From an optimization exercise on the open Yosys and OpenROAD flow, aimed at small area and a short achievable clock period; shortcuts taken in it are not production practice.
Function was checked by simulation only, so behaviour that the tests miss may differ from the original.
The clock port is modelled as an ideal driver; clocking choices that lean on that would not hold on a real chip.
No activity file was given, so power comes from the tool's default toggle rates.

==> flow/design.v <==
module rrc_filter #(
	parameter WIDTH = 9
)(
	input logic clk,
	input logic rst,
	input logic signed [WIDTH-1:0] filter_in,
	output logic signed [WIDTH-1:0] filter_out
);
  logic [8:0] sr0, sr1, sr2, sr3, sr4, sr5, sr6, sr7, sr8, sr9, sr10, sr11, sr12, sr13, sr14, sr15, sr16, sr17, sr18, sr19, sr20, sr21, sr22, sr23, sr24, sr25, sr26, sr27;
  always_ff @(posedge clk or posedge rst) begin
    if (rst) begin
      sr0 <= 9'h000;
      sr1 <= 9'h000;
      sr2 <= 9'h000;
      sr3 <= 9'h000;
      sr4 <= 9'h000;
      sr5 <= 9'h000;
      sr6 <= 9'h000;
      sr7 <= 9'h000;
      sr8 <= 9'h000;
      sr9 <= 9'h000;
      sr10 <= 9'h000;
      sr11 <= 9'h000;
      sr12 <= 9'h000;
      sr13 <= 9'h000;
      sr14 <= 9'h000;
      sr15 <= 9'h000;
      sr16 <= 9'h000;
      sr17 <= 9'h000;
      sr18 <= 9'h000;
      sr19 <= 9'h000;
      sr20 <= 9'h000;
      sr21 <= 9'h000;
      sr22 <= 9'h000;
      sr23 <= 9'h000;
      sr24 <= 9'h000;
      sr25 <= 9'h000;
      sr26 <= 9'h000;
      sr27 <= 9'h000;
    end else begin
      sr0 <= filter_in;
      sr1 <= sr0;
      sr2 <= sr1;
      sr3 <= sr2;
      sr4 <= sr3;
      sr5 <= sr4;
      sr6 <= sr5;
      sr7 <= sr6;
      sr8 <= sr7;
      sr9 <= sr8;
      sr10 <= sr9;
      sr11 <= sr10;
      sr12 <= sr11;
      sr13 <= sr12;
      sr14 <= sr13;
      sr15 <= sr14;
      sr16 <= sr15;
      sr17 <= sr16;
      sr18 <= sr17;
      sr19 <= sr18;
      sr20 <= sr19;
      sr21 <= sr20;
      sr22 <= sr21;
      sr23 <= sr22;
      sr24 <= sr23;
      sr25 <= sr24;
      sr26 <= sr25;
      sr27 <= sr26;
    end
  end
  logic [9:0] t0;
  always_ff @(posedge clk or posedge rst) begin
    if (rst) t0 <= 10'd904;
    else t0 <= 10'd904 - {{1{filter_in[8]}}, filter_in};
  end
  logic [9:0] pv0;
  always_ff @(posedge clk or posedge rst) begin
    if (rst) pv0 <= 10'd0;
    else pv0 <= {sr11[8], sr11} + {sr13[8], sr13};
  end
  logic [27:0] cs3;
  logic [31:0] cs2;
  logic [32:0] cs1;
  wire n1 = ~sr26[0];
  wire s2, c3;
  rrc_fa u3 (.a(sr24[0]), .b(sr27[0]), .ci(n1), .s(s2), .co(c3));
  wire s4, c5;
  rrc_fa u5 (.a(sr14[0]), .b(sr16[0]), .ci(sr18[0]), .s(s4), .co(c5));
  wire s6, c7;
  rrc_fa u7 (.a(sr20[0]), .b(sr23[0]), .ci(sr26[1]), .s(s6), .co(c7));
  wire s8, c9;
  rrc_fa u9 (.a(sr24[1]), .b(sr27[1]), .ci(c3), .s(s8), .co(c9));
  wire n10 = ~s8;
  wire s11, c12;
  rrc_fa u12 (.a(s4), .b(s6), .ci(n10), .s(s11), .co(c12));
  wire s13, c14;
  rrc_fa u14 (.a(sr14[1]), .b(sr15[0]), .ci(sr16[1]), .s(s13), .co(c14));
  wire s15, c16;
  rrc_fa u16 (.a(sr18[1]), .b(sr20[1]), .ci(sr23[1]), .s(s15), .co(c16));
  wire n17 = ~sr26[2];
  wire s18, c19;
  rrc_fa u19 (.a(sr24[2]), .b(sr27[2]), .ci(n17), .s(s18), .co(c19));
  wire s20, c21;
  rrc_fa u21 (.a(c5), .b(c7), .ci(s13), .s(s20), .co(c21));
  wire n22 = ~s15;
  wire s23, c24;
  rrc_fa u24 (.a(s18), .b(n22), .ci(c9), .s(s23), .co(c24));
  wire n25 = ~s23;
  wire s26, c27;
  rrc_fa u27 (.a(s20), .b(n25), .ci(c12), .s(s26), .co(c27));
  wire s28, c29;
  rrc_fa u29 (.a(sr14[2]), .b(sr15[1]), .ci(sr16[0]), .s(s28), .co(c29));
  wire s30, c31;
  rrc_fa u31 (.a(sr16[2]), .b(sr17[0]), .ci(sr18[2]), .s(s30), .co(c31));
  wire s32, c33;
  rrc_fa u33 (.a(sr20[2]), .b(sr23[2]), .ci(sr26[3]), .s(s32), .co(c33));
  wire s34, c35;
  rrc_fa u35 (.a(sr18[0]), .b(sr24[3]), .ci(sr27[3]), .s(s34), .co(c35));
  wire n36 = ~c19;
  wire s37, c38;
  rrc_fa u38 (.a(c14), .b(c16), .ci(n36), .s(s37), .co(c38));
  wire s39, c40;
  rrc_fa u40 (.a(s28), .b(s30), .ci(s32), .s(s39), .co(c40));
  wire n41 = ~s34;
  wire s42, c43;
  rrc_fa u43 (.a(n41), .b(c21), .ci(s37), .s(s42), .co(c43));
  wire n44 = ~c24;
  wire s45, c46;
  rrc_fa u46 (.a(s39), .b(n44), .ci(s42), .s(s45), .co(c46));
  wire s47, c48;
  rrc_fa u48 (.a(sr14[3]), .b(sr15[2]), .ci(sr16[1]), .s(s47), .co(c48));
  wire s49, c50;
  rrc_fa u50 (.a(sr16[3]), .b(sr17[1]), .ci(sr18[3]), .s(s49), .co(c50));
  wire s51, c52;
  rrc_fa u52 (.a(sr20[3]), .b(sr23[3]), .ci(sr26[4]), .s(s51), .co(c52));
  wire s53, c54;
  rrc_fa u54 (.a(sr14[0]), .b(sr18[1]), .ci(sr24[4]), .s(s53), .co(c54));
  wire s55, c56;
  rrc_fa u56 (.a(c29), .b(c31), .ci(c33), .s(s55), .co(c56));
  wire s57, c58;
  rrc_fa u58 (.a(sr27[4]), .b(c35), .ci(s53), .s(s57), .co(c58));
  wire s59, c60;
  rrc_fa u60 (.a(s47), .b(s49), .ci(s51), .s(s59), .co(c60));
  wire s61, c62;
  rrc_fa u62 (.a(c38), .b(c40), .ci(s55), .s(s61), .co(c62));
  wire n63 = ~s57;
  wire s64, c65;
  rrc_fa u65 (.a(s59), .b(n63), .ci(c43), .s(s64), .co(c65));
  wire s66, c67;
  rrc_fa u67 (.a(s61), .b(c46), .ci(s64), .s(s66), .co(c67));
  wire s68, c69;
  rrc_fa u69 (.a(sr14[4]), .b(sr15[3]), .ci(sr16[2]), .s(s68), .co(c69));
  wire s70, c71;
  rrc_fa u71 (.a(sr16[4]), .b(sr17[2]), .ci(sr18[4]), .s(s70), .co(c71));
  wire s72, c73;
  rrc_fa u73 (.a(sr20[4]), .b(sr23[4]), .ci(sr26[5]), .s(s72), .co(c73));
  wire s74, c75;
  rrc_fa u75 (.a(sr14[1]), .b(sr15[0]), .ci(sr18[2]), .s(s74), .co(c75));
  wire s76, c77;
  rrc_fa u77 (.a(sr24[5]), .b(sr27[5]), .ci(c54), .s(s76), .co(c77));
  wire s78, c79;
  rrc_fa u79 (.a(c48), .b(c50), .ci(c52), .s(s78), .co(c79));
  wire s80, c81;
  rrc_fa u81 (.a(s68), .b(s70), .ci(s72), .s(s80), .co(c81));
  wire n82 = ~c56;
  wire s83, c84;
  rrc_fa u84 (.a(s74), .b(n82), .ci(c58), .s(s83), .co(c84));
  wire n85 = ~s76;
  wire s86, c87;
  rrc_fa u87 (.a(c60), .b(s78), .ci(n85), .s(s86), .co(c87));
  wire s88, c89;
  rrc_fa u89 (.a(s80), .b(c62), .ci(s86), .s(s88), .co(c89));
  wire n90 = ~s83;
  wire s91, c92;
  rrc_fa u92 (.a(n90), .b(c65), .ci(s88), .s(s91), .co(c92));
  wire s93, c94;
  rrc_fa u94 (.a(sr14[5]), .b(sr15[4]), .ci(sr16[3]), .s(s93), .co(c94));
  wire s95, c96;
  rrc_fa u96 (.a(sr16[5]), .b(sr17[3]), .ci(sr18[5]), .s(s95), .co(c96));
  wire s97, c98;
  rrc_fa u98 (.a(sr20[5]), .b(sr23[5]), .ci(sr26[6]), .s(s97), .co(c98));
  wire s99, c100;
  rrc_fa u100 (.a(sr14[2]), .b(sr15[1]), .ci(sr18[3]), .s(s99), .co(c100));
  wire s101, c102;
  rrc_fa u102 (.a(sr24[6]), .b(sr27[6]), .ci(c75), .s(s101), .co(c102));
  wire s103, c104;
  rrc_fa u104 (.a(c69), .b(c71), .ci(c73), .s(s103), .co(c104));
  wire s105, c106;
  rrc_fa u106 (.a(s93), .b(s95), .ci(s97), .s(s105), .co(c106));
  wire n107 = ~c79;
  wire s108, c109;
  rrc_fa u109 (.a(s99), .b(c77), .ci(n107), .s(s108), .co(c109));
  wire n110 = ~s101;
  wire s111, c112;
  rrc_fa u112 (.a(c81), .b(s103), .ci(n110), .s(s111), .co(c112));
  wire n113 = ~c84;
  wire s114, c115;
  rrc_fa u115 (.a(s105), .b(c87), .ci(n113), .s(s114), .co(c115));
  wire n116 = ~s108;
  wire s117, c118;
  rrc_fa u118 (.a(n116), .b(s111), .ci(c89), .s(s117), .co(c118));
  wire s119, c120;
  rrc_fa u120 (.a(sr14[6]), .b(sr15[5]), .ci(sr16[4]), .s(s119), .co(c120));
  wire s121, c122;
  rrc_fa u122 (.a(sr16[6]), .b(sr17[4]), .ci(sr18[6]), .s(s121), .co(c122));
  wire s123, c124;
  rrc_fa u124 (.a(sr20[6]), .b(sr23[6]), .ci(sr26[7]), .s(s123), .co(c124));
  wire s125, c126;
  rrc_fa u126 (.a(sr14[3]), .b(sr15[2]), .ci(sr18[4]), .s(s125), .co(c126));
  wire s127, c128;
  rrc_fa u128 (.a(sr24[7]), .b(sr27[7]), .ci(c100), .s(s127), .co(c128));
  wire s129, c130;
  rrc_fa u130 (.a(c94), .b(c96), .ci(c98), .s(s129), .co(c130));
  wire s131, c132;
  rrc_fa u132 (.a(s119), .b(s121), .ci(s123), .s(s131), .co(c132));
  wire n133 = ~c104;
  wire s134, c135;
  rrc_fa u135 (.a(s125), .b(c102), .ci(n133), .s(s134), .co(c135));
  wire n136 = ~s127;
  wire s137, c138;
  rrc_fa u138 (.a(c106), .b(s129), .ci(n136), .s(s137), .co(c138));
  wire n139 = ~c109;
  wire s140, c141;
  rrc_fa u141 (.a(s131), .b(n139), .ci(c112), .s(s140), .co(c141));
  wire n142 = ~s134;
  wire s143, c144;
  rrc_fa u144 (.a(n142), .b(s137), .ci(c115), .s(s143), .co(c144));
  wire s145, c146;
  rrc_fa u146 (.a(sr14[7]), .b(sr15[6]), .ci(sr16[5]), .s(s145), .co(c146));
  wire s147, c148;
  rrc_fa u148 (.a(sr16[7]), .b(sr17[5]), .ci(sr18[7]), .s(s147), .co(c148));
  wire s149, c150;
  rrc_fa u150 (.a(sr20[7]), .b(sr23[7]), .ci(sr24[8]), .s(s149), .co(c150));
  wire s151, c152;
  rrc_fa u152 (.a(sr14[4]), .b(sr15[3]), .ci(sr18[5]), .s(s151), .co(c152));
  wire n153 = ~sr26[8];
  wire s154, c155;
  rrc_fa u155 (.a(sr27[8]), .b(n153), .ci(c120), .s(s154), .co(c155));
  wire n156 = ~c126;
  wire s157, c158;
  rrc_fa u158 (.a(c122), .b(c124), .ci(n156), .s(s157), .co(c158));
  wire s159, c160;
  rrc_fa u160 (.a(s145), .b(s147), .ci(s149), .s(s159), .co(c160));
  wire n161 = ~c130;
  wire s162, c163;
  rrc_fa u163 (.a(s151), .b(c128), .ci(n161), .s(s162), .co(c163));
  wire s164, c165;
  rrc_fa u165 (.a(s154), .b(c132), .ci(s157), .s(s164), .co(c165));
  wire n166 = ~c135;
  wire s167, c168;
  rrc_fa u168 (.a(s159), .b(n166), .ci(c138), .s(s167), .co(c168));
  wire n169 = ~s162;
  wire s170, c171;
  rrc_fa u171 (.a(n169), .b(s164), .ci(c141), .s(s170), .co(c171));
  wire s172, c173;
  rrc_fa u173 (.a(sr15[7]), .b(sr16[6]), .ci(sr17[6]), .s(s172), .co(c173));
  wire s174, c175;
  rrc_fa u175 (.a(sr14[5]), .b(sr14[8]), .ci(sr15[4]), .s(s174), .co(c175));
  wire s176, c177;
  rrc_fa u177 (.a(sr16[8]), .b(sr18[6]), .ci(sr18[8]), .s(s176), .co(c177));
  wire s178, c179;
  rrc_fa u179 (.a(sr20[8]), .b(sr23[8]), .ci(c152), .s(s178), .co(c179));
  wire s180, c181;
  rrc_fa u181 (.a(c146), .b(c148), .ci(c150), .s(s180), .co(c181));
  wire n182 = ~s172;
  wire s183, c184;
  rrc_fa u184 (.a(s174), .b(s176), .ci(n182), .s(s183), .co(c184));
  wire s185, c186;
  rrc_fa u186 (.a(c155), .b(c158), .ci(c160), .s(s185), .co(c186));
  wire n187 = ~s180;
  wire s188, c189;
  rrc_fa u189 (.a(s178), .b(n187), .ci(s183), .s(s188), .co(c189));
  wire n190 = ~c163;
  wire s191, c192;
  rrc_fa u192 (.a(n190), .b(c165), .ci(s185), .s(s191), .co(c192));
  wire n193 = ~s188;
  wire s194, c195;
  rrc_fa u195 (.a(n193), .b(c168), .ci(s191), .s(s194), .co(c195));
  wire s196, c197;
  rrc_fa u197 (.a(sr14[6]), .b(sr15[5]), .ci(sr15[8]), .s(s196), .co(c197));
  wire n198 = ~sr18[7];
  wire s199, c200;
  rrc_fa u200 (.a(sr16[7]), .b(sr17[7]), .ci(n198), .s(s199), .co(c200));
  wire n201 = ~c173;
  wire s202, c203;
  rrc_fa u203 (.a(c175), .b(c177), .ci(n201), .s(s202), .co(c203));
  wire n204 = ~s199;
  wire s205, c206;
  rrc_fa u206 (.a(s196), .b(n204), .ci(c179), .s(s205), .co(c206));
  wire n207 = ~c181;
  wire s208, c209;
  rrc_fa u209 (.a(n207), .b(c184), .ci(s202), .s(s208), .co(c209));
  wire n210 = ~c186;
  wire s211, c212;
  rrc_fa u212 (.a(s205), .b(n210), .ci(c189), .s(s211), .co(c212));
  wire n213 = ~c192;
  wire s214, c215;
  rrc_fa u215 (.a(s208), .b(n213), .ci(s211), .s(s214), .co(c215));
  wire s216, c217;
  rrc_fa u217 (.a(sr14[7]), .b(sr15[6]), .ci(sr16[8]), .s(s216), .co(c217));
  wire n218 = ~sr18[8];
  wire s219, c220;
  rrc_fa u220 (.a(sr17[8]), .b(n218), .ci(c197), .s(s219), .co(c220));
  wire n221 = ~c200;
  wire s222, c223;
  rrc_fa u223 (.a(n221), .b(s216), .ci(c203), .s(s222), .co(c223));
  wire s224, c225;
  rrc_fa u225 (.a(s219), .b(c206), .ci(s222), .s(s224), .co(c225));
  wire s226, c227;
  rrc_fa u227 (.a(c209), .b(c212), .ci(s224), .s(s226), .co(c227));
  wire n228 = ~sr14[8];
  wire s229, c230;
  rrc_fa u230 (.a(sr15[7]), .b(n228), .ci(c217), .s(s229), .co(c230));
  wire s231, c232;
  rrc_fa u232 (.a(c220), .b(s229), .ci(c223), .s(s231), .co(c232));
  wire n233 = ~sr15[8];
  wire s234, c235;
  rrc_fa u235 (.a(n233), .b(c230), .ci(c232), .s(s234), .co(c235));
  wire n236 = ~pv0[1];
  wire s237, c238;
  rrc_fa u238 (.a(sr11[0]), .b(n236), .ci(cs3[1]), .s(s237), .co(c238));
  wire s239, c240;
  rrc_fa u240 (.a(sr10[0]), .b(sr11[1]), .ci(sr13[0]), .s(s239), .co(c240));
  wire n241 = ~pv0[2];
  wire s242, c243;
  rrc_fa u243 (.a(n241), .b(cs3[2]), .ci(s239), .s(s242), .co(c243));
  wire s244, c245;
  rrc_fa u245 (.a(cs3[3]), .b(cs3[4]), .ci(sr8[0]), .s(s244), .co(c245));
  wire s246, c247;
  rrc_fa u247 (.a(sr10[1]), .b(sr11[2]), .ci(sr13[1]), .s(s246), .co(c247));
  wire n248 = ~pv0[3];
  wire s249, c250;
  rrc_fa u250 (.a(n248), .b(c240), .ci(s244), .s(s249), .co(c250));
  wire s251, c252;
  rrc_fa u252 (.a(s246), .b(c243), .ci(s249), .s(s251), .co(c252));
  wire s253, c254;
  rrc_fa u254 (.a(cs3[5]), .b(sr8[1]), .ci(sr10[2]), .s(s253), .co(c254));
  wire s255, c256;
  rrc_fa u256 (.a(sr11[0]), .b(pv0[0]), .ci(pv0[4]), .s(s255), .co(c256));
  wire s257, c258;
  rrc_fa u258 (.a(sr11[3]), .b(sr13[2]), .ci(c245), .s(s257), .co(c258));
  wire n259 = ~s255;
  wire s260, c261;
  rrc_fa u261 (.a(c247), .b(s253), .ci(n259), .s(s260), .co(c261));
  wire s262, c263;
  rrc_fa u263 (.a(c250), .b(s257), .ci(s260), .s(s262), .co(c263));
  wire s264, c265;
  rrc_fa u265 (.a(cs3[6]), .b(cs3[7]), .ci(sr8[2]), .s(s264), .co(c265));
  wire s266, c267;
  rrc_fa u267 (.a(sr10[3]), .b(sr11[4]), .ci(sr13[3]), .s(s266), .co(c267));
  wire s268, c269;
  rrc_fa u269 (.a(sr10[0]), .b(sr11[1]), .ci(pv0[1]), .s(s268), .co(c269));
  wire n270 = ~c254;
  wire s271, c272;
  rrc_fa u272 (.a(pv0[5]), .b(c256), .ci(n270), .s(s271), .co(c272));
  wire n273 = ~s268;
  wire s274, c275;
  rrc_fa u275 (.a(s264), .b(s266), .ci(n273), .s(s274), .co(c275));
  wire n276 = ~s271;
  wire s277, c278;
  rrc_fa u278 (.a(c258), .b(c261), .ci(n276), .s(s277), .co(c278));
  wire s279, c280;
  rrc_fa u280 (.a(s274), .b(c263), .ci(s277), .s(s279), .co(c280));
  wire s281, c282;
  rrc_fa u282 (.a(sr8[3]), .b(sr10[4]), .ci(sr11[5]), .s(s281), .co(c282));
  wire s283, c284;
  rrc_fa u284 (.a(sr10[1]), .b(sr11[2]), .ci(pv0[2]), .s(s283), .co(c284));
  wire n285 = ~pv0[6];
  wire s286, c287;
  rrc_fa u287 (.a(sr13[0]), .b(sr13[4]), .ci(n285), .s(s286), .co(c287));
  wire s288, c289;
  rrc_fa u289 (.a(cs3[8]), .b(cs3[9]), .ci(cs3[10]), .s(s288), .co(c289));
  wire n290 = ~c269;
  wire s291, c292;
  rrc_fa u292 (.a(c265), .b(c267), .ci(n290), .s(s291), .co(c292));
  wire n293 = ~s283;
  wire s294, c295;
  rrc_fa u295 (.a(s281), .b(s286), .ci(n293), .s(s294), .co(c295));
  wire n296 = ~c272;
  wire s297, c298;
  rrc_fa u298 (.a(s288), .b(n296), .ci(c275), .s(s297), .co(c298));
  wire s299, c300;
  rrc_fa u300 (.a(s291), .b(s294), .ci(c278), .s(s299), .co(c300));
  wire s301, c302;
  rrc_fa u302 (.a(s297), .b(c280), .ci(s299), .s(s301), .co(c302));
  wire s303, c304;
  rrc_fa u304 (.a(cs3[12]), .b(sr8[4]), .ci(sr10[5]), .s(s303), .co(c304));
  wire s305, c306;
  rrc_fa u306 (.a(sr11[6]), .b(sr13[0]), .ci(sr13[1]), .s(s305), .co(c306));
  wire s307, c308;
  rrc_fa u308 (.a(sr10[2]), .b(sr11[3]), .ci(pv0[3]), .s(s307), .co(c308));
  wire n309 = ~pv0[7];
  wire s310, c311;
  rrc_fa u311 (.a(sr13[5]), .b(pv0[0]), .ci(n309), .s(s310), .co(c311));
  wire s312, c313;
  rrc_fa u313 (.a(cs3[11]), .b(cs3[13]), .ci(c282), .s(s312), .co(c313));
  wire n314 = ~c284;
  wire s315, c316;
  rrc_fa u316 (.a(c287), .b(n314), .ci(s303), .s(s315), .co(c316));
  wire s317, c318;
  rrc_fa u318 (.a(s305), .b(s310), .ci(c289), .s(s317), .co(c318));
  wire n319 = ~s307;
  wire s320, c321;
  rrc_fa u321 (.a(n319), .b(c292), .ci(s312), .s(s320), .co(c321));
  wire s322, c323;
  rrc_fa u323 (.a(c295), .b(s315), .ci(s317), .s(s322), .co(c323));
  wire s324, c325;
  rrc_fa u325 (.a(c298), .b(s320), .ci(s322), .s(s324), .co(c325));
  wire s326, c327;
  rrc_fa u327 (.a(cs3[15]), .b(cs3[16]), .ci(sr8[5]), .s(s326), .co(c327));
  wire s328, c329;
  rrc_fa u329 (.a(sr10[6]), .b(sr11[7]), .ci(sr13[1]), .s(s328), .co(c329));
  wire s330, c331;
  rrc_fa u331 (.a(sr13[2]), .b(sr13[6]), .ci(pv0[1]), .s(s330), .co(c331));
  wire s332, c333;
  rrc_fa u333 (.a(sr10[3]), .b(sr11[4]), .ci(pv0[4]), .s(s332), .co(c333));
  wire n334 = ~pv0[8];
  wire s335, c336;
  rrc_fa u336 (.a(n334), .b(cs3[14]), .ci(c304), .s(s335), .co(c336));
  wire n337 = ~c308;
  wire s338, c339;
  rrc_fa u339 (.a(c306), .b(c311), .ci(n337), .s(s338), .co(c339));
  wire s340, c341;
  rrc_fa u341 (.a(s326), .b(s328), .ci(s330), .s(s340), .co(c341));
  wire n342 = ~s332;
  wire s343, c344;
  rrc_fa u344 (.a(n342), .b(c313), .ci(c316), .s(s343), .co(c344));
  wire s345, c346;
  rrc_fa u346 (.a(s335), .b(c318), .ci(s338), .s(s345), .co(c346));
  wire s347, c348;
  rrc_fa u348 (.a(s340), .b(c321), .ci(s343), .s(s347), .co(c348));
  wire s349, c350;
  rrc_fa u350 (.a(c323), .b(s345), .ci(s347), .s(s349), .co(c350));
  wire s351, c352;
  rrc_fa u352 (.a(cs3[17]), .b(sr8[6]), .ci(sr10[7]), .s(s351), .co(c352));
  wire s353, c354;
  rrc_fa u354 (.a(sr13[2]), .b(sr13[3]), .ci(sr13[7]), .s(s353), .co(c354));
  wire s355, c356;
  rrc_fa u356 (.a(sr10[4]), .b(sr11[5]), .ci(sr11[8]), .s(s355), .co(c356));
  wire n357 = ~pv0[5];
  wire s358, c359;
  rrc_fa u359 (.a(pv0[2]), .b(pv0[9]), .ci(n357), .s(s358), .co(c359));
  wire s360, c361;
  rrc_fa u361 (.a(cs3[18]), .b(c327), .ci(c329), .s(s360), .co(c361));
  wire n362 = ~c333;
  wire s363, c364;
  rrc_fa u364 (.a(c331), .b(n362), .ci(s351), .s(s363), .co(c364));
  wire n365 = ~s355;
  wire s366, c367;
  rrc_fa u367 (.a(s353), .b(s358), .ci(n365), .s(s366), .co(c367));
  wire s368, c369;
  rrc_fa u369 (.a(c336), .b(c339), .ci(c341), .s(s368), .co(c369));
  wire s370, c371;
  rrc_fa u371 (.a(s360), .b(s363), .ci(s366), .s(s370), .co(c371));
  wire s372, c373;
  rrc_fa u373 (.a(c344), .b(c346), .ci(s368), .s(s372), .co(c373));
  wire s374, c375;
  rrc_fa u375 (.a(s370), .b(c348), .ci(s372), .s(s374), .co(c375));
  wire s376, c377;
  rrc_fa u377 (.a(cs3[19]), .b(sr8[7]), .ci(sr13[3]), .s(s376), .co(c377));
  wire s378, c379;
  rrc_fa u379 (.a(cs3[20]), .b(sr10[5]), .ci(sr10[8]), .s(s378), .co(c379));
  wire s380, c381;
  rrc_fa u381 (.a(sr11[6]), .b(sr13[8]), .ci(pv0[6]), .s(s380), .co(c381));
  wire s382, c383;
  rrc_fa u383 (.a(sr13[4]), .b(pv0[3]), .ci(c352), .s(s382), .co(c383));
  wire n384 = ~c356;
  wire s385, c386;
  rrc_fa u386 (.a(c354), .b(c359), .ci(n384), .s(s385), .co(c386));
  wire n387 = ~s376;
  wire s388, c389;
  rrc_fa u389 (.a(s378), .b(s380), .ci(n387), .s(s388), .co(c389));
  wire s390, c391;
  rrc_fa u391 (.a(c361), .b(c364), .ci(s382), .s(s390), .co(c391));
  wire n392 = ~s388;
  wire s393, c394;
  rrc_fa u394 (.a(c367), .b(s385), .ci(n392), .s(s393), .co(c394));
  wire s395, c396;
  rrc_fa u396 (.a(c369), .b(s390), .ci(c371), .s(s395), .co(c396));
  wire s397, c398;
  rrc_fa u398 (.a(s393), .b(c373), .ci(s395), .s(s397), .co(c398));
  wire s399, c400;
  rrc_fa u400 (.a(sr13[4]), .b(sr13[5]), .ci(pv0[4]), .s(s399), .co(c400));
  wire s401, c402;
  rrc_fa u402 (.a(cs3[21]), .b(cs3[22]), .ci(sr8[8]), .s(s401), .co(c402));
  wire s403, c404;
  rrc_fa u404 (.a(sr10[6]), .b(sr11[7]), .ci(pv0[7]), .s(s403), .co(c404));
  wire n405 = ~c377;
  wire s406, c407;
  rrc_fa u407 (.a(c379), .b(c381), .ci(n405), .s(s406), .co(c407));
  wire n408 = ~s399;
  wire s409, c410;
  rrc_fa u410 (.a(s401), .b(s403), .ci(n408), .s(s409), .co(c410));
  wire n411 = ~c389;
  wire s412, c413;
  rrc_fa u413 (.a(c383), .b(c386), .ci(n411), .s(s412), .co(c413));
  wire n414 = ~c391;
  wire s415, c416;
  rrc_fa u416 (.a(s406), .b(s409), .ci(n414), .s(s415), .co(c416));
  wire s417, c418;
  rrc_fa u418 (.a(c394), .b(s412), .ci(c396), .s(s417), .co(c418));
  wire s419, c420;
  rrc_fa u420 (.a(sr11[8]), .b(sr13[5]), .ci(sr13[6]), .s(s419), .co(c420));
  wire n421 = ~pv0[5];
  wire s422, c423;
  rrc_fa u423 (.a(sr10[7]), .b(pv0[8]), .ci(n421), .s(s422), .co(c423));
  wire s424, c425;
  rrc_fa u425 (.a(cs3[23]), .b(cs3[24]), .ci(cs3[25]), .s(s424), .co(c425));
  wire n426 = ~c400;
  wire s427, c428;
  rrc_fa u428 (.a(c402), .b(c404), .ci(n426), .s(s427), .co(c428));
  wire n429 = ~s419;
  wire s430, c431;
  rrc_fa u431 (.a(s422), .b(n429), .ci(s424), .s(s430), .co(c431));
  wire s432, c433;
  rrc_fa u433 (.a(c407), .b(c410), .ci(s427), .s(s432), .co(c433));
  wire n434 = ~c413;
  wire s435, c436;
  rrc_fa u436 (.a(s430), .b(n434), .ci(s432), .s(s435), .co(c436));
  wire s437, c438;
  rrc_fa u438 (.a(sr10[8]), .b(sr13[6]), .ci(sr13[7]), .s(s437), .co(c438));
  wire n439 = ~cs3[26];
  wire s440, c441;
  rrc_fa u441 (.a(pv0[6]), .b(pv0[9]), .ci(n439), .s(s440), .co(c441));
  wire n442 = ~c423;
  wire s443, c444;
  rrc_fa u444 (.a(c420), .b(n442), .ci(s437), .s(s443), .co(c444));
  wire n445 = ~s440;
  wire s446, c447;
  rrc_fa u447 (.a(c425), .b(n445), .ci(c428), .s(s446), .co(c447));
  wire n448 = ~s443;
  wire s449, c450;
  rrc_fa u450 (.a(c431), .b(n448), .ci(s446), .s(s449), .co(c450));
  wire s451, c452;
  rrc_fa u452 (.a(c433), .b(s449), .ci(c436), .s(s451), .co(c452));
  wire n453 = ~sr13[7];
  wire s454, c455;
  rrc_fa u455 (.a(cs3[27]), .b(sr13[8]), .ci(n453), .s(s454), .co(c455));
  wire s456, c457;
  rrc_fa u457 (.a(pv0[7]), .b(c438), .ci(c441), .s(s456), .co(c457));
  wire n458 = ~s454;
  wire s459, c460;
  rrc_fa u460 (.a(n458), .b(c444), .ci(s456), .s(s459), .co(c460));
  wire n461 = ~s459;
  wire s462, c463;
  rrc_fa u463 (.a(c447), .b(n461), .ci(c450), .s(s462), .co(c463));
  wire n464 = ~pv0[8];
  wire s465, c466;
  rrc_fa u466 (.a(sr13[8]), .b(n464), .ci(c455), .s(s465), .co(c466));
  wire n467 = ~s465;
  wire s468, c469;
  rrc_fa u469 (.a(n467), .b(c457), .ci(c460), .s(s468), .co(c469));
  wire n470 = ~c469;
  wire s471, c472;
  rrc_fa u472 (.a(pv0[9]), .b(c466), .ci(n470), .s(s471), .co(c472));
  wire s473, c474;
  rrc_fa u474 (.a(cs2[0]), .b(cs2[1]), .ci(sr2[0]), .s(s473), .co(c474));
  wire s475, c476;
  rrc_fa u476 (.a(sr0[1]), .b(sr3[0]), .ci(sr6[0]), .s(s475), .co(c476));
  wire s477, c478;
  rrc_fa u478 (.a(sr2[1]), .b(sr5[0]), .ci(sr23[0]), .s(s477), .co(c478));
  wire s479, c480;
  rrc_fa u480 (.a(sr8[0]), .b(sr10[0]), .ci(cs2[2]), .s(s479), .co(c480));
  wire n481 = ~s475;
  wire s482, c483;
  rrc_fa u483 (.a(c474), .b(s477), .ci(n481), .s(s482), .co(c483));
  wire s484, c485;
  rrc_fa u485 (.a(cs2[3]), .b(sr0[2]), .ci(sr3[1]), .s(s484), .co(c485));
  wire s486, c487;
  rrc_fa u487 (.a(sr6[1]), .b(sr8[1]), .ci(sr10[1]), .s(s486), .co(c487));
  wire s488, c489;
  rrc_fa u489 (.a(sr2[2]), .b(sr5[1]), .ci(sr23[1]), .s(s488), .co(c489));
  wire n490 = ~c478;
  wire s491, c492;
  rrc_fa u492 (.a(cs2[4]), .b(c476), .ci(n490), .s(s491), .co(c492));
  wire s493, c494;
  rrc_fa u494 (.a(s484), .b(s486), .ci(c480), .s(s493), .co(c494));
  wire n495 = ~s491;
  wire s496, c497;
  rrc_fa u497 (.a(s488), .b(c483), .ci(n495), .s(s496), .co(c497));
  wire s498, c499;
  rrc_fa u499 (.a(sr0[3]), .b(sr3[2]), .ci(sr6[2]), .s(s498), .co(c499));
  wire s500, c501;
  rrc_fa u501 (.a(sr8[2]), .b(sr10[0]), .ci(sr10[2]), .s(s500), .co(c501));
  wire s502, c503;
  rrc_fa u503 (.a(sr2[3]), .b(sr5[2]), .ci(sr8[0]), .s(s502), .co(c503));
  wire n504 = ~sr23[2];
  wire s505, c506;
  rrc_fa u506 (.a(n504), .b(cs2[5]), .ci(c485), .s(s505), .co(c506));
  wire n507 = ~c489;
  wire s508, c509;
  rrc_fa u509 (.a(c487), .b(n507), .ci(s498), .s(s508), .co(c509));
  wire n510 = ~s502;
  wire s511, c512;
  rrc_fa u512 (.a(s500), .b(n510), .ci(c492), .s(s511), .co(c512));
  wire s513, c514;
  rrc_fa u514 (.a(s505), .b(c494), .ci(s508), .s(s513), .co(c514));
  wire n515 = ~c497;
  wire s516, c517;
  rrc_fa u517 (.a(s511), .b(n515), .ci(s513), .s(s516), .co(c517));
  wire s518, c519;
  rrc_fa u519 (.a(cs2[6]), .b(sr0[4]), .ci(sr3[3]), .s(s518), .co(c519));
  wire s520, c521;
  rrc_fa u521 (.a(sr6[3]), .b(sr8[3]), .ci(sr10[1]), .s(s520), .co(c521));
  wire s522, c523;
  rrc_fa u523 (.a(sr2[4]), .b(sr5[3]), .ci(sr8[1]), .s(s522), .co(c523));
  wire n524 = ~sr23[3];
  wire s525, c526;
  rrc_fa u526 (.a(sr10[3]), .b(n524), .ci(cs2[7]), .s(s525), .co(c526));
  wire n527 = ~c503;
  wire s528, c529;
  rrc_fa u529 (.a(c499), .b(c501), .ci(n527), .s(s528), .co(c529));
  wire n530 = ~s522;
  wire s531, c532;
  rrc_fa u532 (.a(s518), .b(s520), .ci(n530), .s(s531), .co(c532));
  wire s533, c534;
  rrc_fa u534 (.a(s525), .b(c506), .ci(c509), .s(s533), .co(c534));
  wire s535, c536;
  rrc_fa u536 (.a(s528), .b(s531), .ci(c512), .s(s535), .co(c536));
  wire s537, c538;
  rrc_fa u538 (.a(c514), .b(s533), .ci(s535), .s(s537), .co(c538));
  wire s539, c540;
  rrc_fa u540 (.a(sr0[5]), .b(sr3[4]), .ci(sr6[4]), .s(s539), .co(c540));
  wire s541, c542;
  rrc_fa u542 (.a(sr8[4]), .b(sr10[2]), .ci(sr10[4]), .s(s541), .co(c542));
  wire s543, c544;
  rrc_fa u544 (.a(sr2[5]), .b(sr5[4]), .ci(sr8[2]), .s(s543), .co(c544));
  wire n545 = ~sr23[4];
  wire s546, c547;
  rrc_fa u547 (.a(n545), .b(cs2[8]), .ci(c519), .s(s546), .co(c547));
  wire n548 = ~c523;
  wire s549, c550;
  rrc_fa u550 (.a(c521), .b(n548), .ci(s539), .s(s549), .co(c550));
  wire n551 = ~s543;
  wire s552, c553;
  rrc_fa u553 (.a(s541), .b(c526), .ci(n551), .s(s552), .co(c553));
  wire s554, c555;
  rrc_fa u555 (.a(c529), .b(s546), .ci(c532), .s(s554), .co(c555));
  wire s556, c557;
  rrc_fa u557 (.a(s549), .b(s552), .ci(c534), .s(s556), .co(c557));
  wire s558, c559;
  rrc_fa u559 (.a(s554), .b(c536), .ci(s556), .s(s558), .co(c559));
  wire s560, c561;
  rrc_fa u561 (.a(cs2[9]), .b(sr0[6]), .ci(sr3[5]), .s(s560), .co(c561));
  wire s562, c563;
  rrc_fa u563 (.a(sr6[5]), .b(sr8[5]), .ci(sr10[3]), .s(s562), .co(c563));
  wire s564, c565;
  rrc_fa u565 (.a(sr2[6]), .b(sr5[5]), .ci(sr8[3]), .s(s564), .co(c565));
  wire n566 = ~sr23[5];
  wire s567, c568;
  rrc_fa u568 (.a(sr10[5]), .b(n566), .ci(c540), .s(s567), .co(c568));
  wire n569 = ~c544;
  wire s570, c571;
  rrc_fa u571 (.a(c542), .b(n569), .ci(s560), .s(s570), .co(c571));
  wire n572 = ~s564;
  wire s573, c574;
  rrc_fa u574 (.a(s562), .b(n572), .ci(c547), .s(s573), .co(c574));
  wire s575, c576;
  rrc_fa u576 (.a(c550), .b(s567), .ci(c553), .s(s575), .co(c576));
  wire s577, c578;
  rrc_fa u578 (.a(s570), .b(s573), .ci(c555), .s(s577), .co(c578));
  wire s579, c580;
  rrc_fa u580 (.a(s575), .b(c557), .ci(s577), .s(s579), .co(c580));
  wire s581, c582;
  rrc_fa u582 (.a(cs2[10]), .b(cs2[11]), .ci(sr0[7]), .s(s581), .co(c582));
  wire s583, c584;
  rrc_fa u584 (.a(sr3[6]), .b(sr6[6]), .ci(sr8[6]), .s(s583), .co(c584));
  wire s585, c586;
  rrc_fa u586 (.a(sr2[7]), .b(sr5[6]), .ci(sr8[4]), .s(s585), .co(c586));
  wire n587 = ~sr23[6];
  wire s588, c589;
  rrc_fa u589 (.a(sr10[4]), .b(sr10[6]), .ci(n587), .s(s588), .co(c589));
  wire s590, c591;
  rrc_fa u591 (.a(cs2[12]), .b(c561), .ci(c563), .s(s590), .co(c591));
  wire s592, c593;
  rrc_fa u593 (.a(s581), .b(s583), .ci(s588), .s(s592), .co(c593));
  wire n594 = ~c568;
  wire s595, c596;
  rrc_fa u596 (.a(c565), .b(s585), .ci(n594), .s(s595), .co(c596));
  wire s597, c598;
  rrc_fa u598 (.a(c571), .b(s590), .ci(s592), .s(s597), .co(c598));
  wire n599 = ~s595;
  wire s600, c601;
  rrc_fa u601 (.a(c574), .b(c576), .ci(n599), .s(s600), .co(c601));
  wire s602, c603;
  rrc_fa u603 (.a(s597), .b(c578), .ci(s600), .s(s602), .co(c603));
  wire s604, c605;
  rrc_fa u605 (.a(cs2[14]), .b(sr2[8]), .ci(sr3[7]), .s(s604), .co(c605));
  wire s606, c607;
  rrc_fa u607 (.a(sr6[7]), .b(sr8[7]), .ci(sr10[5]), .s(s606), .co(c607));
  wire s608, c609;
  rrc_fa u609 (.a(sr0[8]), .b(sr5[7]), .ci(sr8[5]), .s(s608), .co(c609));
  wire n610 = ~sr23[7];
  wire s611, c612;
  rrc_fa u612 (.a(sr10[7]), .b(n610), .ci(cs2[13]), .s(s611), .co(c612));
  wire s613, c614;
  rrc_fa u614 (.a(c582), .b(c584), .ci(c589), .s(s613), .co(c614));
  wire n615 = ~c586;
  wire s616, c617;
  rrc_fa u617 (.a(n615), .b(s604), .ci(s606), .s(s616), .co(c617));
  wire n618 = ~s608;
  wire s619, c620;
  rrc_fa u620 (.a(n618), .b(s611), .ci(c591), .s(s619), .co(c620));
  wire s621, c622;
  rrc_fa u622 (.a(c593), .b(s613), .ci(s616), .s(s621), .co(c622));
  wire n623 = ~c596;
  wire s624, c625;
  rrc_fa u625 (.a(n623), .b(s619), .ci(c598), .s(s624), .co(c625));
  wire s626, c627;
  rrc_fa u627 (.a(s621), .b(c601), .ci(s624), .s(s626), .co(c627));
  wire s628, c629;
  rrc_fa u629 (.a(cs2[16]), .b(sr5[8]), .ci(sr10[6]), .s(s628), .co(c629));
  wire s630, c631;
  rrc_fa u631 (.a(sr3[8]), .b(sr6[8]), .ci(sr8[6]), .s(s630), .co(c631));
  wire n632 = ~sr23[8];
  wire s633, c634;
  rrc_fa u634 (.a(sr8[8]), .b(sr10[8]), .ci(n632), .s(s633), .co(c634));
  wire s635, c636;
  rrc_fa u636 (.a(cs2[15]), .b(c605), .ci(c607), .s(s635), .co(c636));
  wire s637, c638;
  rrc_fa u638 (.a(c609), .b(s630), .ci(s633), .s(s637), .co(c638));
  wire s639, c640;
  rrc_fa u640 (.a(s628), .b(c612), .ci(c614), .s(s639), .co(c640));
  wire n641 = ~s637;
  wire s642, c643;
  rrc_fa u643 (.a(c617), .b(s635), .ci(n641), .s(s642), .co(c643));
  wire s644, c645;
  rrc_fa u645 (.a(c620), .b(s639), .ci(c622), .s(s644), .co(c645));
  wire s646, c647;
  rrc_fa u647 (.a(s642), .b(c625), .ci(s644), .s(s646), .co(c647));
  wire n648 = ~sr8[7];
  wire s649, c650;
  rrc_fa u650 (.a(cs2[18]), .b(sr10[7]), .ci(n648), .s(s649), .co(c650));
  wire n651 = ~c631;
  wire s652, c653;
  rrc_fa u653 (.a(cs2[17]), .b(c629), .ci(n651), .s(s652), .co(c653));
  wire n654 = ~c634;
  wire s655, c656;
  rrc_fa u656 (.a(n654), .b(s649), .ci(c636), .s(s655), .co(c656));
  wire n657 = ~c638;
  wire s658, c659;
  rrc_fa u659 (.a(s652), .b(n657), .ci(c640), .s(s658), .co(c659));
  wire s660, c661;
  rrc_fa u661 (.a(s655), .b(c643), .ci(s658), .s(s660), .co(c661));
  wire s662, c663;
  rrc_fa u663 (.a(cs2[20]), .b(cs2[21]), .ci(sr8[8]), .s(s662), .co(c663));
  wire n664 = ~c650;
  wire s665, c666;
  rrc_fa u666 (.a(sr10[8]), .b(cs2[19]), .ci(n664), .s(s665), .co(c666));
  wire n667 = ~s665;
  wire s668, c669;
  rrc_fa u669 (.a(s662), .b(c653), .ci(n667), .s(s668), .co(c669));
  wire s670, c671;
  rrc_fa u671 (.a(c656), .b(s668), .ci(c659), .s(s670), .co(c671));
  wire n672 = ~cs2[24];
  wire s673, c674;
  rrc_fa u674 (.a(cs2[23]), .b(cs2[22]), .ci(n672), .s(s673), .co(c674));
  wire n675 = ~c663;
  wire s676, c677;
  rrc_fa u677 (.a(n675), .b(s673), .ci(c666), .s(s676), .co(c677));
  wire n678 = ~s676;
  wire s679, c680;
  rrc_fa u680 (.a(n678), .b(c669), .ci(c671), .s(s679), .co(c680));
  wire s681, c682;
  rrc_fa u682 (.a(cs2[25]), .b(c674), .ci(c677), .s(s681), .co(c682));
  wire s683, c684;
  rrc_fa u684 (.a(cs2[26]), .b(cs2[27]), .ci(c682), .s(s683), .co(c684));
  wire n685 = ~cs1[1];
  wire n686 = ~cs1[3];
  wire n687 = ~cs1[5];
  wire n688 = ~t0[9];
  wire n689 = ~cs1[26];
  wire n690 = ~cs1[27];
  wire n691 = ~cs1[28];
  wire n692 = ~cs1[30];
  wire n693 = ~cs1[31];
  wire n694 = ~cs1[32];
  wire n695 = ~cs1[19];
  wire s696, c697;
  rrc_ha u697 (.a(cs1[0]), .b(t0[0]), .s(s696), .co(c697));
  wire s698, c699;
  rrc_fa u699 (.a(cs1[2]), .b(t0[1]), .ci(n686), .s(s698), .co(c699));
  wire s700, c701;
  rrc_fa u701 (.a(cs1[4]), .b(t0[2]), .ci(n687), .s(s700), .co(c701));
  wire s702, c703;
  rrc_ha u703 (.a(cs1[6]), .b(t0[3]), .s(s702), .co(c703));
  wire s704, c705;
  rrc_fa u705 (.a(cs1[8]), .b(t0[4]), .ci(cs1[7]), .s(s704), .co(c705));
  wire s706, c707;
  rrc_fa u707 (.a(cs1[10]), .b(t0[5]), .ci(cs1[9]), .s(s706), .co(c707));
  wire s708, c709;
  rrc_fa u709 (.a(cs1[12]), .b(t0[6]), .ci(cs1[11]), .s(s708), .co(c709));
  wire s710, c711;
  rrc_fa u711 (.a(cs1[14]), .b(cs1[13]), .ci(t0[7]), .s(s710), .co(c711));
  wire s712, c713;
  rrc_fa u713 (.a(cs1[16]), .b(cs1[15]), .ci(t0[8]), .s(s712), .co(c713));
  wire s714, c715;
  rrc_fa u715 (.a(cs1[17]), .b(cs1[18]), .ci(n688), .s(s714), .co(c715));
  wire s716, c717;
  rrc_fa u717 (.a(cs1[20]), .b(cs1[21]), .ci(n695), .s(s716), .co(c717));
  wire s718, c719;
  rrc_fa u719 (.a(cs1[22]), .b(cs1[23]), .ci(cs1[19]), .s(s718), .co(c719));
  wire n720 = ~cs1[25];
  wire n721 = ~n690;
  wire s722, c723;
  rrc_fa u723 (.a(cs1[29]), .b(n691), .ci(n692), .s(s722), .co(c723));
  wire n724 = ~n693;
  always_ff @(posedge clk or posedge rst) begin
    if (rst) cs3 <= 28'b0111100001000110111100000111;
    else cs3 <= {c235, s234, c227, s231, c225, s226, c215, s214, c195, s194, c171, s170, c144, s167, s143, c118, s140, s117, c92, s114, s91, c67, s66, s45, c27, s26, s11, s2};
  end
  always_ff @(posedge clk or posedge rst) begin
    if (rst) cs2 <= 32'b01010101110110010110001111001001;
    else cs2 <= {c472, s471, s468, c463, s462, c452, s451, c418, s435, c416, s417, c398, s415, s397, c375, s374, c350, s349, c325, c302, s324, c300, s301, s279, s262, c252, s251, s242, c238, s237, pv0[0], cs3[0]};
  end
  always_ff @(posedge clk or posedge rst) begin
    if (rst) cs1 <= 33'b011010011001100100000101010011010;
    else cs1 <= {cs2[31], cs2[30], c684, cs2[29], cs2[28], s683, s681, c680, s679, s670, c661, c647, s660, c645, s646, c627, s626, c603, s602, c580, s579, c559, s558, c538, s537, c517, s516, s496, s493, s482, s479, s473, sr0[0]};
  end
  wire [18:0] fa_ = {1'b1, n694, n724, s722, n721, n689, cs1[24], s718, s716, s714, s712, s710, s708, s706, s704, s702, s700, s698, n685};
  wire [18:0] fb_ = {1'b0, n693, c723, n690, cs1[25], n720, c719, c717, c715, c713, c711, c709, c707, c705, c703, c701, c699, c697, s696};
  wire [18:0] sum_ = fa_ + fb_;
  wire ovf_ = (sum_[18] != sum_[16]) || (sum_[17] != sum_[16]);
  wire [8:0] y_ = ovf_ ? (sum_[18] ? 9'h100 : 9'h0ff) : sum_[16:8];
  always_ff @(posedge clk or posedge rst) begin
    if (rst) filter_out <= 9'd0;
    else filter_out <= y_;
  end
endmodule
module rrc_fa (input logic a, input logic b, input logic ci, output logic s, output logic co);
  assign s = a ^ b ^ ci;
  assign co = (a & b) | (a & ci) | (b & ci);
endmodule
module rrc_carry8 (input logic [7:0] a, input logic [7:0] b, output logic co);
  wire [8:0] t = {1'b0, a} + {1'b0, b};
  assign co = t[8];
endmodule
module rrc_hsat (input logic [10:0] a, input logic [10:0] b, input logic ci, output logic [8:0] y);
  wire [11:0] t2 = {a, ci} + {b, ci};
  wire [10:0] t = t2[11:1];
  wire ovf = (t[10] != t[8]) || (t[9] != t[8]);
  assign y = ovf ? (t[10] ? 9'h100 : 9'h0ff) : t[8:0];
endmodule
module rrc_fa1 (input logic a, input logic b, output logic s, output logic co);
  assign s = ~(a ^ b);
  assign co = a | b;
endmodule
module rrc_ha (input logic a, input logic b, output logic s, output logic co);
  assign s = a ^ b;
  assign co = a & b;
endmodule
==> flow/flow/run.sh <==
#!/bin/bash
# Own layout flow: the standard ORFS flow (standard.sh, unchanged synthesis), with
#  - timing repair aimed below the design's period (SETUP_SLACK_MARGIN; the SDC is unchanged),
#  - port buffers of a normal buffer cell rather than the smallest one,
#  - after CTS, the clock port drives the tree's branch buffers directly, split in two (flow/flatten_clock_root.tcl).
# Each step's full log is kept by ORFS under orfs/logs/; make's own output goes to flow.log.
set -uo pipefail
here=$(pwd)
bash standard.sh SETUP_SLACK_MARGIN=7.48 "BUFFER_PORTS_ARGS=-buffer_cell sky130_fd_sc_hd__buf_2" \
  "POST_CTS_TCL=$here/flow/flatten_clock_root.tcl" finish > flow.log 2>&1
==> flow/flow/flatten_clock_root.tcl <==
# POST_CTS hook. CTS builds root buffer -> branch buffers -> leaf buffers -> registers.
# 1. Drop the root buffer: the clock port then feeds the branch buffers directly.
set block [ord::get_db_block]
set clknet [$block findNet clk]

proc loads_of {net} {
  set l {}
  foreach it [$net getITerms] { if {[$it isInputSignal]} { lappend l $it } }
  return $l
}
proc out_net {inst} {
  foreach it [$inst getITerms] { if {[$it isOutputSignal]} { return [$it getNet] } }
  return ""
}

set roots [loads_of $clknet]
puts "clock hook: clock port feeds [llength $roots] cell(s)"
if {[llength $roots] == 1} {
  set root [[lindex $roots 0] getInst]
  set out [out_net $root]
  set loads [loads_of $out]
  if {[llength $loads] <= 4 && [llength $loads] > 0} {
    foreach it $loads {
      set pname "[[$it getInst] getName]/[[$it getMTerm] getName]"
      disconnect_pin [$out getName] $pname
      connect_pin clk $pname
    }
    set rname [$root getName]
    set oname [$out getName]
    delete_instance $rname
    delete_net $oname
    puts "clock hook: removed root $rname"
  }
}

set branches [loads_of $clknet]
set nsplit [expr {4 / max(1, [llength $branches])}]
if {[llength $branches] <= 2} {
  set k 0
  foreach bit $branches {
    set b [$bit getInst]
    set bnet [out_net $b]
    set leaves [loads_of $bnet]
    if {[llength $leaves] < 4} continue
    # split the leaves in two halves along the wider spread of their positions
    set pts {}
    foreach it $leaves {
      set li [$it getInst]
      set loc [$li getLocation]
      lappend pts [list $it [lindex $loc 0] [lindex $loc 1]]
    }
    set xs [lmap p $pts {lindex $p 1}]
    set ys [lmap p $pts {lindex $p 2}]
    set dx [expr {[tcl::mathfunc::max {*}$xs] - [tcl::mathfunc::min {*}$xs]}]
    set dy [expr {[tcl::mathfunc::max {*}$ys] - [tcl::mathfunc::min {*}$ys]}]
    set idx [expr {$dx >= $dy ? 1 : 2}]
    set pts [lsort -integer -index $idx $pts]
    set half [expr {[llength $pts] / 2}]
    set moved [lrange $pts $half end]
    set master [[$b getMaster] getName]
    set nname "clkhook_split_${k}"
    set netname "clkhook_net_${k}"
    incr k
    set newnet [odb::dbNet_create $block $netname]
    $newnet setSigType CLOCK
    set inst [odb::dbInst_create $block [[ord::get_db] findMaster $master] $nname]
    set sx 0; set sy 0
    foreach p $moved { set sx [expr {$sx + [lindex $p 1]}]; set sy [expr {$sy + [lindex $p 2]}] }
    set n [llength $moved]
    $inst setLocation [expr {$sx / $n}] [expr {$sy / $n}]
    $inst setPlacementStatus PLACED
    [$inst findITerm A] connect $clknet
    [$inst findITerm X] connect $newnet
    foreach p $moved {
      set it [lindex $p 0]
      $it disconnect
      $it connect $newnet
    }
    # move the original branch buffer to the centroid of the leaves it keeps
    set sx 0; set sy 0
    set kept [lrange $pts 0 [expr {$half - 1}]]
    foreach p $kept { set sx [expr {$sx + [lindex $p 1]}]; set sy [expr {$sy + [lindex $p 2]}] }
    set n [llength $kept]
    $b setLocation [expr {$sx / $n}] [expr {$sy / $n}]
    puts "clock hook: split [$b getName] ([llength $leaves] leaves) into two"
  }
  detailed_placement
  check_placement -verbose
}
estimate_parasitics -placement
report_clock_latency
==> flow/standard.sh <==
#!/bin/bash
# synth_recipe.tcl (not shown) runs the flow's synth.tcl, then flattens the netlist and writes it again
# the make line also repeats each setting of config.mk as NAME=value (left out here)
make -C /OpenROAD-flow-scripts/flow DESIGN_CONFIG=/design/flow/config.mk WORK_HOME=/design/flow/orfs CLKGATE_MAP_FILE= SYNTH_SCRIPT=/design/flow/synth_recipe.tcl "${@:-finish}"
==> flow/config.mk <==
export PLATFORM = sky130hd
export DESIGN_NAME = rrc_filter
export DESIGN_NICKNAME = rrc_filter
export VERILOG_FILES = /design/flow/design.v
export SDC_FILE = /design/flow/constraint.sdc
export NUM_CORES = 4
export LEC_CHECK = 0
export ABC_CLOCK_PERIOD_IN_PS = 800
export CAP_MARGIN = 20
export CORE_MARGIN = 2
export CORE_UTILIZATION = 62
export CTS_BUF_LIST = sky130_fd_sc_hd__clkbuf_16
export CTS_CLUSTER_DIAMETER = 90
export CTS_CLUSTER_SIZE = 32
export PLACE_DENSITY = 0.67
export SLEW_MARGIN = 20
export SYNTH_HIERARCHICAL = 1
==> flow/constraint.sdc <==
create_clock -name core_clock -period 10.5 [get_ports {clk}]
set_input_delay 2.1000 -clock core_clock [delete_from_list [all_inputs] [get_ports {clk}]]
set_output_delay 2.1000 -clock core_clock [all_outputs]
set_load 0.01 [all_outputs]
==> impl_metrics.json, run 1 <==
{
  "outcome": "complete, no violations",
  "clock_latency_ns": 0.34,
  "slew_violations": 0,
  "cts_tree": "done",
  "place.detailed.hpwl_mm": 21.7,
  "cp_data_arrival_time_ns": 3.19,
  "synth_mux_area_share_pct": 0,
  "vias_per_cell": 5.10,
  "path_clk_slew_ns": 0.12,
  "setup_viol": 0,
  "path_cells": "fa_1 > fa_1 > fa_1 > fa_1 > fa_1",
  "dr.pass1.iters": 4,
  "core_um2": 27100,
  "cp-start-kind": "flip-flop",
  "wl_per_cell_um": 19.9,
  "grt_usage_pct": 21.7,
  "relSlewSlack_pct": 66.6,
  "setup_ws_ns": 7.52,
  "post-route-util_pct": 68.3,
  "hold_viol": 0,
  "synthSimpleGateAreaFrac_pct": 0.990,
  "antenna_found_initial": 0,
  "die_w_um": 170,
  "dpl_cell_area_um2": 17800,
  "crit_top_cell": "fa_1",
  "gp_congestion": 0.828,
  "area_growth_pct": 7.73,
  "synth-adder-area-share_pct": 36.7,
  "fin_worst_skew_ns": 0.0350,
  "grt_pass1_vias": 8382,
  "synth-compound-area-share_pct": 3.39,
  "synth_top_family_by_area": "adder cells",
  "drive_gt1_share_pct": 17.9,
  "power.leakage_nw": 8.15,
  "setup_tns_ns": 0,
  "die_h_um": 170,
  "synth_seq_area_share_pct": 54.5,
  "diodes": 0,
  "ant_nets": 0,
  "synth_xor_area_share_pct": 1.17,
  "async_flop_share_pct": 100,
  "cap_violations": 0,
  "peakVddDrop_mv": 0.191,
  "worstMarginPinSlew_ns": 0.501,
  "rsz0062_at_grt": "true",
  "grt_pass1_wl_mm": 46.1,
  "ys_dominant_reg_cell": "dfrtp_1",
  "regToRegSetupSlack_ns": 7.52,
  "synth_edf_count": 0,
  "globalRouteOverflowTotal": 0,
  "netlist_area_um2": 17200,
  "drc": 0,
  "worstPathMaxFanout": 3,
  "p_total_mw": 5.57,
  "slowest_delay_ns": 0.59,
  "grt_max_degree": 87,
  "cts.sinks": 372,
  "die-area_um2": 29100,
  "syn_nets": 1310,
  "synthCells": 973,
  "powerDensity_nw_per_um2": 301,
  "syn_area_per_cell_um2": 17.7,
  "critPathCaptureType": "flip-flop",
  "fmax_mhz": 336,
  "yosys_warnings": 7,
  "synth.distinct_cells": 50,
  "worst-setup-path-type": "reg -> reg",
  "layout.nets": 1362,
  "ioPinCount": 20,
  "start_util_pct": 63.4,
  "fin_crit_sh_pct": 28.4,
  "drt_iter0_drc": 274,
  "slowest_stage": "fa_1",
  "io_buffers": 19,
  "wirelength_mm": 28.0,
  "ys_ff_latch": 372,
  "hold_class": "reg -> reg",
  "pre_cts_ws_ns": 6.55,
  "required_ns": 10.71,
  "floorplan.rows": 60,
  "via_count": 7166,
  "finalInstanceArea_um2": 18500,
  "fin_crit_ns": 2.98
}
[placed cells by master, fill, tap and decap left out, types with 3 or more instances in the layout]
master	netlist	layout
a21oi_1	25	25
nand2_1	10	10
o21bai_1	4	4
buf_2	2	19
dfrtp_1	323	291
buf_4	0	13
fa_1	297	273
dfrtp_2	0	32
o21ai_1	7	7
xor2_1	10	10
nor2_1	6	5
clkbuf_16	0	16
xnor2_1	11	11
a211oi_1	3	3
o211ai_1	3	3
or3_1	3	3
a21o_1	7	7
inv_1	138	143
fa_2	0	24
o21ai_0	8	8
ha_1	29	28
dfstp_2	49	49
[cell families after synthesis]
group | Yosys count
buffers and inverters | 142
AND/OR/NAND/NOR | 30
adder cells (fa/ha/maj) | 326
flip-flops | 372
XOR/XNOR | 22
AO/OA/AOI/OAI | 81
[worst max-delay path: cells and delay by family, from the launching register on]
kind	cells	cell delay, ns
flip-flops	1	0.49
adder cells (fa/ha/maj)	5	2.35
[cell usage after synthesis (2+ instances only)]
cell      number  area share (%)
a211oi_1       3            0.13
a21o_1         7            0.31
a21oi_1       25            0.73
a21oi_2        2            0.10
a31oi_1        3            0.11
buf_2          2           0.058
dfrtp_1      323              47
dfstp_2       49             7.5
fa_1         297              35
ha_1          29             2.1
inv_1        138             3.0
nand2_1       10            0.22
nand4_1        2           0.073
nor2_1         6            0.13
nor3_1         2           0.058
o211ai_1       3            0.13
o21ai_0        8            0.23
o21ai_1        7            0.20
o21ai_2        2            0.10
o21bai_1       4            0.17
or3_1          3            0.11
xnor2_1       11            0.56
xor2_1        10            0.51
[report_power, final]
part	leakage, nW	switching, mW	internal, mW
Sequential	4.25	0.173	1.84
Clock	0.241	0.403	0.286
Combinational	3.66	1.57	1.30
Total	8.15	2.15	3.42
[sequential cells by signal, summed over array words and instances (netlist names), 10 cells and up]
| register | count |
|---|---|
| pv0 | 10 |
| cs2 | 32 |
| cs3 | 28 |
| cs1 | 32 |
[layout make-up, without the clock buffers]
type,count,area (um^2)
timing repair buffer,37,307
multi-input combinational,459,7340
sequential,372,9410
inverter,139,531
clock inverter,11,51.3
tap,372,465
buffer,2,50.0
fill,1832,8590
[worst paths after layout]
check / start / end / cells past startpoint
worst max-delay path: pv0[2] / cs2[18] / 5
worst min-delay path: sr12[3] / sr13[3] / 0
worst max register to register: pv0[2] / cs2[18] / 5
worst min register to register: sr12[3] / sr13[3] / 0
max in group asynchronous: rst / cs3[8] / 4
min in group asynchronous: rst / sr16[8] / 3
[per-module statistics from Yosys (local to each module, per instance)]
module	flops+latches	times used	cells
rrc_fa	0	296	1
rrc_ha	0	2	1
rrc_filter	372	1	675
[stage by stage]
step                hold slack, ns  instances
global route                 0.349       1406
floorplan                    0.331        973
finish                       0.332       1406
detailed placement           0.335       1365
global placement             0.331       1365
[metal layers]
| layer | vias to the layer above | part of all wire, % | GRT usage (%) |
|---|---|---|---|
| li1 | 3082 | - | - |
| met5 | - | 0 | 0 |
| met4 | 0 | 1.5 | 3.83 |
| met3 | 28 | 3.3 | 3.60 |
| met2 | 77 | 51 | 35.8 |
| met1 | 3979 | 44 | 31.8 |
==> run 2, diff against run 1 <==
--- a/flow/flow/run.sh
+++ b/flow/flow/run.sh
@@ -8,3 +8,3 @@
 here=$(pwd)
-bash standard.sh SETUP_SLACK_MARGIN=7.48 "BUFFER_PORTS_ARGS=-buffer_cell sky130_fd_sc_hd__buf_2" \
+bash standard.sh SETUP_SLACK_MARGIN=7.45 "BUFFER_PORTS_ARGS=-buffer_cell sky130_fd_sc_hd__buf_2" \
   "POST_CTS_TCL=$here/flow/flatten_clock_root.tcl" finish > flow.log 2>&1
--- a/flow/config.mk
+++ b/flow/config.mk
@@ -11,5 +11,5 @@
 export CORE_UTILIZATION = 62
-export CTS_BUF_LIST = sky130_fd_sc_hd__clkbuf_16
-export CTS_CLUSTER_DIAMETER = 90
-export CTS_CLUSTER_SIZE = 32
+export CTS_BUF_LIST = sky130_fd_sc_hd__clkbuf_8
+export CTS_CLUSTER_DIAMETER = 60
+export CTS_CLUSTER_SIZE = 18
 export PLACE_DENSITY = 0.67
==> impl_metrics.json, run 2 <==
{
  "hold_viol": 0,
  "io_buffers": 19,
  "worst-setup-path-type": "reg -> reg",
  "yosysMostFrequentCell": "dfrtp_1",
  "fin_crit_ns": 3.04,
  "synth_xor_area_share_pct": 1.17,
  "layout.nets": 1370,
  "worstPathMaxFanout": 6,
  "start_util_pct": 63.4,
  "p_int_mw": 3.45,
  "use_met2_pct": 35.6,
  "nFillCells": 1828,
  "dp.cells": 1365,
  "core_um2": 27100,
  "cap_violations": 0,
  "async_flop_share_pct": 100,
  "timing.critical_path.from": "cs1[3]",
  "final_common_cell": "dfrtp_1",
  "drc": 0,
  "p_switching_mw": 2.25,
  "ff2ff_path_depth": 11,
  "fin_crit_sh_pct": 28.9,
  "grt_pass1_vias": 8442,
  "path_clk_slew_ns": 0.11,
  "yosys_warnings": 7,
  "relSlewSlack_pct": 55.1,
  "met1_usage_pct": 32.1,
  "clock_latency_ns": 0.37,
  "fin_worst_skew_ns": 0.0244,
  "die-area_um2": 29100,
  "power_switching_share_pct": 39.5,
  "wirelength_mm": 28.1,
  "place.detailed.hpwl_mm": 21.7,
  "grt_usage_pct": 21.8,
  "antenna_found_initial": 0,
  "ant_nets": 0,
  "synth_mux_area_share_pct": 0,
  "power.leakage_nw": 8.21,
  "setup_tns_ns": 0,
  "die_h_um": 170,
  "drive_gt1_share_pct": 17.3,
  "hold_class": "reg -> reg",
  "worstReg2RegStart": "cs1[3]",
  "slew_violations": 0,
  "syn_nets": 1310,
  "reg_top3": "cs1: 32 flops, cs2: 32 flops, cs3: 28 flops",
  "vias_per_cell": 5.03,
  "netlist_top_cells_area": "dfrtp_1, fa_1, dfstp_2, inv_1, ha_1",
  "dr.pass1.iters": 4,
  "grt_pass1_wl_mm": 46.3,
  "synth-adder-area-share_pct": 36.7,
  "syn_area_per_cell_um2": 17.7,
  "met3_usage_pct": 3.86,
  "hp-start": "sr1[8]",
  "setup_viol": 0,
  "drt_iter0_drc": 321,
  "area_growth_pct": 7.87,
  "globalRouteOverflowTotal": 0,
  "powerDensity_nw_per_um2": 308,
  "rsz0062_at_grt": "true",
  "outcome": "complete, no violations",
  "synth.distinct_cells": 50,
  "ioPinCount": 20,
  "gp_congestion": 0.828,
  "yosysTopAreaCellShare_pct": 47.0,
  "die_w_um": 170,
  "ys_ff_latch": 372,
  "min_path_cells": 0,
  "cp-start-kind": "flip-flop",
  "yosysTopAreaCell": "dfrtp_1",
  "synth_edf_count": 0,
  "layout_common_cells": "dfrtp_1, fa_1, inv_1",
  "synthSimpleGateAreaFrac_pct": 0.990,
  "synth-compound-area-share_pct": 3.39,
  "synthCells": 973,
  "grt_max_degree": 150,
  "cp_data_arrival_time_ns": 3.28,
  "via_count": 7183,
  "peakVddDrop_mv": 0.234,
  "required_ns": 10.74,
  "synth_common_cells": "dfrtp_1, fa_1, inv_1",
  "synth_top_family_by_area": "adder cells",
  "cts.sinks": 372,
  "cts_tree": "done",
  "synth_seq_area_share_pct": 54.5,
  "p_clk_share_pct": 13.1,
  "busiest_layer": "met2",
  "floorplan.rows": 60,
  "critPathCaptureType": "flip-flop",
  "ys_dominant_reg_cell": "dfrtp_1",
  "power_frac_seq_pct": 35.2,
  "worstMarginPinSlew_ns": 0.674,
  "netlist_area_um2": 17200,
  "fmax_mhz": 329,
  "wl_per_cell_um": 19.7,
  "diodes": 0,
  "instances_no_fill": 1427,
  "p_comb_share_pct": 51.7
}
-- run 2: cell types whose count changed in the layout (fill, tap and decap cells not counted), moves of 10 or more --
cell,before,now
dfrtp_1,291,301
clkbuf_16,16,0
fa_1,273,287
clkbuf_8,1,31
fa_2,24,10
dfrtp_2,32,22
-- run 2: worst paths after layout --
kind	endpoint	slack [ns]
worst min register to register	sr2[8]	0.34
worst min-delay path	sr2[8]	0.34
max in group asynchronous	sr15[2]	7.54
worst max register to register	filter_out[6]	7.46
min in group asynchronous	sr13[8]	1.88
worst max-delay path	filter_out[6]	7.46
-- run 2: modules after synthesis, one instance, submodules excluded --
module      flip-flops and latches  times used
rrc_fa                           0         296
rrc_filter                     372           1
rrc_ha                           0           2
-- run 2: critical path: stages (launching register included) --
cell	delay, ns
dfstp_2	0.55
inv_2	0.04
fa_1	0.43
ha_1	0.27
and3b_2	0.23
o311a_4	0.35
o311a_1	0.31
o21ai_2	0.15
a22oi_2	0.10
buf_6	0.16
o21ai_4	0.21
a21oi_1	0.09
-- run 2: power by group through the flow --
stage | Clock [mW] | Sequential, mW | Combinational [mW]
2_1_floorplan | 0 | 2.00 | 2.20
6_report | 0.745 | 2.01 | 2.95
3_3_place_gp | 0 | 2.04 | 2.80
3_5_place_dp | 0 | 2.04 | 2.88
5_1_grt | 0.828 | 2.05 | 3.40
-- run 2: final cells by class, without the clock buffers --
type                    instances  area (um^2)  area share [%]
plain buffers                   2         27.5           0.149
clock inverters                23          148           0.797
inverters                     139          531            2.86
multi-input cells             459         7340            39.6
flip-flops and latches        372         9400            50.7
well taps                     372          465            2.51
repair buffers                 32          234            1.26
-- run 2: logic make-up after synthesis --
logic type      after synthesis
buf+inv                     142
fa+ha+maj                   326
compound gates               81
xor+xnor                     22
flops                       372
simple gates                 30
-- run 2: through the flow --
step / util (%) / hold slack, ns / setup WS [ns] / instance area (um^2) / total power [mW]
final: 68.4 / 0.340 / 7.46 / 18500 / 5.70
after global routing: 68.4 / 0.342 / 7.27 / 18500 / 6.28
after detailed placement: 65.6 / 0.335 / 6.55 / 17800 / 4.93
after global placement: 65.6 / 0.331 / 6.58 / 17800 / 4.84
after floorplan: - / 0.331 / 3.45 / 17200 / 4.20
-- run 2: per-layer routing --
| metal | up-vias | share of wire (%) |
|---|---|---|
| met5 | - | 0 |
| met4 | 0 | 1.5 |
| met3 | 37 | 3.1 |
| met2 | 86 | 51 |
| met1 | 3945 | 45 |
| li1 | 3115 | - |

[separate check: timing with driven ports]
In the flow no input, the clock included, has a driving cell. The finished layouts below were timed again as built, in two steps. Step 1 (the two cells are an assumption about what drives the block):
set clk [get_ports {clk}]
set_driving_cell -lib_cell sky130_fd_sc_hd__clkbuf_16 $clk
set_driving_cell -lib_cell sky130_fd_sc_hd__buf_2 [delete_from_list [all_inputs] $clk]
Step 2 also shifts input and output timing later by t, the mid clock arrival at the registers, as if the neighbouring blocks saw the same clock. Three values: ideal, step 1, step 2; two values: the first two.
run | t (ns) | setup WS [ns] | worst setup path at the end | slew at the worst register clock pin (ns)
run 1 | 0.424 | 7.521 / 7.475 / 7.286 | input to register | 0.12 / 0.12
run 2 | 0.443 | 7.465 / 7.442 / 7.160 | input, reset recovery | 0.11 / 0.11
After both steps every run listed still meets setup and hold. For run 2, which loses most, drivers alone change the setup slack by -0.023 ns; drivers and shift together by -0.305 ns. Setup slack includes reset recovery checks.
